Context: an optimization exercise on an open-source flow, tuned for small area and a short achievable clock period. The choices shown serve that exercise and are no tape-out recipe.
At most, simulation tests tie the RTL to the original design; equivalence was not proved.
Power and IR drop assume default switching activity.

==> flow/design.v <==
module process(opcode,data,clk,rst,fout);
input [9:0]opcode;
input [4:0]data;
input clk,rst;
output [7:0]fout;
reg [3:0] fc;
reg sd, sh;
reg [2:0] d;
reg [7:0] qa;
reg [7:0] A, O, B;
reg [7:0] R1, R2, R3, R4;
reg dq;             
reg [2:0] dm;       
wire [3:0] op = opcode[9:6];
wire [2:0] so = opcode[5:3];
wire [7:0] r1n = (d == 3'd0) ? 8'b0 : (d == 3'd1) ? B : R1;
wire [7:0] an = sd ? {3'b000, data} : sh ? A : qa;
function [3:0] dstep;  
  input [2:0] m; input aj; input [3:0] D;
  reg q, b0, b1; reg [2:0] s;
  begin
    q = (m > D[3:1]) | ((m == D[3:1]) & (aj | ~D[0]));
    b0 = ~aj & D[0];
    b1 = (~m[0] & D[1]) | (~m[0] & b0) | (D[1] & b0);
    s = {m[1] ^ D[2] ^ b1, m[0] ^ D[1] ^ b0, aj ^ D[0]};
    dstep = {q, q ? s : {m[1:0], aj}};
  end
endfunction
wire [3:0] dn = an[3:0];
wire nq4 = (r1n[7:4] >= dn);
wire [2:0] nm4 = nq4 ? r1n[6:4] - dn[2:0] : r1n[6:4];
always @(posedge clk) begin
  case (op)
    4'd0:  fc <= 4'b0010;
    4'd1:  fc <= 4'b0000;
    4'd2:  fc <= 4'b0001;
    4'd3:  fc <= 4'b0100;
    4'd4:  fc <= 4'b0101;
    4'd5:  fc <= 4'b1000;
    4'd6:  fc <= 4'b1001;
    4'd7:  fc <= 4'b1010;
    4'd8:  fc <= 4'b1011;
    4'd9:  fc <= 4'b1100;
    4'd10: fc <= 4'b1101;
    4'd11: fc <= 4'b1111;
    4'd12: fc <= 4'b1110;
    default: ;
  endcase
  sd <= (so == 3'd5);
  sh <= so[2] & so[1];
  d  <= opcode[2:0];
  if (rst) qa <= 8'b0;
  else case (so)
    3'd1: qa <= R1;
    3'd2: qa <= R2;
    3'd3: qa <= R3;
    3'd4: qa <= R4;
    default: qa <= 8'b0;
  endcase
  A <= an;
  B <= O;
  case (d)
    3'd0: begin R1 <= 8'b0; R2 <= 8'b0; R3 <= 8'b0; R4 <= 8'b0; end
    3'd1: R1 <= B;
    3'd2: R2 <= B;
    3'd3: R3 <= B;
    3'd4: R4 <= B;
    default: ;
  endcase
  dq <= nq4;
  dm <= nm4;
end
wire [7:0] a = R1;
wire [7:0] b = A;
wire [3:0] db = b[3:0];
wire [3:0] v3 = {dm, a[3]};
wire [3:0] v2 = {dm[1:0], a[3:2]};
wire [3:0] v1 = {dm[0], a[3:1]};
wire [3:0] v0 = a[3:0];
wire [3:0] dx1 = {db[2:0], 1'b0};    
wire [3:0] dx2 = {db[1:0], 2'b0};
wire [3:0] dx4 = {db[0], 3'b0};
wire [3:0] dx3 = dx2 + dx1;
wire [3:0] dx5 = dx4 + dx1;
wire [3:0] dx6 = dx4 + dx2;
wire [3:0] dx7 = 4'd0 - dx1;
wire q3 = (v3 >= db);
wire c2a = (v2 >= db), c2b = (v2 - dx1 >= db);
wire q2 = q3 ? c2b : c2a;
wire c1a = (v1 >= db), c1b = (v1 - dx1 >= db), c1c = (v1 - dx2 >= db), c1d = (v1 - dx3 >= db);
wire q1 = q2 ? (q3 ? c1d : c1b) : (q3 ? c1c : c1a);
wire [7:0] c0 = {v0 - dx7 >= db, v0 - dx6 >= db, v0 - dx5 >= db, v0 - dx4 >= db,
                 v0 - dx3 >= db, v0 - dx2 >= db, v0 - dx1 >= db, v0 >= db};
wire q0 = c0[{q3, q2, q1}];
wire [4:0] q = {dq, q3, q2, q1, q0};
wire [7:0] prod = a * b;
wire [7:0] bx = b ^ {8{fc[0]}};
wire [7:0] sum = a + bx + {7'b0, fc[0]};
reg [7:0] lg, sh8, y;
always @* begin
  case (fc[1:0])
    2'd0: lg = ~a;
    2'd1: lg = a & b;
    2'd2: lg = a | b;
    default: lg = a ^ b;
  endcase
  case (fc[1:0])
    2'd0: sh8 = {b[6:0], 1'b0};
    2'd1: sh8 = {1'b0, b[7:1]};
    2'd2: sh8 = {b[6:0], b[7]};
    default: sh8 = {b[0], b[7:1]};
  endcase
  case (fc[3:2])
    2'd0: y = fc[1] ? 8'b0 : sum;
    2'd1: y = fc[0] ? {3'b000, q} : prod;
    2'd2: y = lg;
    default: y = sh8;
  endcase
end
always @(posedge clk) O <= y;
assign fout = O;
endmodule
Settings: LEC_CHECK=0, ABC_AREA=1, CAP_MARGIN=20, CORE_MARGIN=2, CORE_UTILIZATION=65, CTS_BUF_LIST=sky130_fd_sc_hd__clkbuf_4 sky130_fd_sc_hd__clkbuf_8, SETUP_SLACK_MARGIN=4.8, SLEW_MARGIN=20; clock period 7.5 ns.
standard.sh (not shown) runs the stock make flow with config.mk's settings and CLKGATE_MAP_FILE= SYNTH_SCRIPT=/design/flow/synth_recipe.tcl, a recipe that flattens the netlist after the stock synthesis.
==> flow/flow/run.sh <==
#!/bin/bash
# Standard layout with three changes to how it is made:
# - adders are not mapped to the slow fa/ha cells, so abc can restructure
#   the arithmetic for speed;
# - the port buffers are plain buf_2 cells instead of the delay cells that
#   buffer_ports picks on its own;
# - timing repair does not clone gates.
set -euo pipefail
bash standard.sh ADDER_MAP_FILE= "BUFFER_PORTS_ARGS=-buffer_cell sky130_fd_sc_hd__buf_2" SKIP_GATE_CLONING=1 finish > standard.log 2>&1
Next try:
--- a/flow/design.v
+++ b/flow/design.v
@@ -10,4 +10,5 @@
 reg [7:0] A, O, B;
 reg [7:0] R1, R2, R3, R4;
+reg [7:1] a3;       
 reg dq;             
 reg [2:0] dm;       
@@ -50,11 +51,10 @@
   sh <= so[2] & so[1];
   d  <= opcode[2:0];
-  if (rst) qa <= 8'b0;
-  else case (so)
-    3'd1: qa <= R1;
-    3'd2: qa <= R2;
-    3'd3: qa <= R3;
-    3'd4: qa <= R4;
-    default: qa <= 8'b0;
+  if (rst | (so == 3'd0)) qa <= 8'b0;
+  else case (so[1:0])
+    2'd0: qa <= R4;
+    2'd1: qa <= R1;
+    2'd2: qa <= R2;
+    default: qa <= R3;
   endcase
   A <= an;
@@ -68,4 +68,5 @@
     default: ;
   endcase
+  a3 <= r1n[7:1] + r1n[6:0];
   dq <= nq4;
   dm <= nm4;
@@ -94,5 +95,19 @@
 wire q0 = c0[{q3, q2, q1}];
 wire [4:0] q = {dq, q3, q2, q1, q0};
-wire [7:0] prod = a * b;
+wire [7:0] m3 = {a3, a[0]};
+function [7:0] pp;
+  input [1:0] dg; input [7:0] x, x3;
+  case (dg)
+    2'd0: pp = 8'b0;
+    2'd1: pp = x;
+    2'd2: pp = {x[6:0], 1'b0};
+    default: pp = x3;
+  endcase
+endfunction
+wire [7:0] p0 = pp(b[1:0], a, m3);
+wire [7:0] p1 = pp(b[3:2], a, m3);
+wire [7:0] p2 = pp(b[5:4], a, m3);
+wire [7:0] p3 = pp(b[7:6], a, m3);
+wire [7:0] prod = p0 + {p1[5:0], 2'b0} + {p2[3:0], 4'b0} + {p3[1:0], 6'b0};
 wire [7:0] bx = b ^ {8{fc[0]}};
 wire [7:0] sum = a + bx + {7'b0, fc[0]};
The changed run finished clean.
Non-clock buffer count shrinks by 15.
Design area hardly moves.
Clock-buffer cell count came out lower by 2.
Sequential cell count rose by 7.
Wire length rises by 7.6%.
Worst setup slack is worse by 71 ps.
Final cell count rises by 0.99%.
Area after synthesis increases by about 4.7%.
Sequential share of layout area went up by 2.2 points.
Hold slack is about the same.
Combinational power increases by 13%.
Via count went up by 5.2%.
Only the layout flow was run in the second run of this note; the RTL was not checked for function there.

## port drivers added, routing unchanged
Ports are ideal in the flow. The routed layouts listed here were re-timed in OpenROAD. Step 1 sets driving cells, clkbuf_16 on the clock port and buf_2 on the other inputs (assumed; they add their load-dependent delay and slew). Step 2 moves the port delays by t, midway between the first and last clock arrival at a register: inputs arrive t later, outputs are due t later. That takes back most of the time a late clock gives input paths. Slacks: ideal ports / drivers / drivers and shift; pairs: ideal ports / drivers.
run	t (ns)	setup slack, ns	worst setup path after step 2	clock arrival spread, ns	cell pins on the clock port's net
the first run	0.380	4.966 / 4.972 / 4.592	input to register	0.012 / 0.012	1
the second run	0.392	4.895 / 4.895 / 4.525	input to register	0.017 / 0.017	1
After both steps every run listed still meets setup and hold. The setup slack of the first run, which loses most, moves by +0.006 ns with the drivers and by -0.374 ns with both steps.
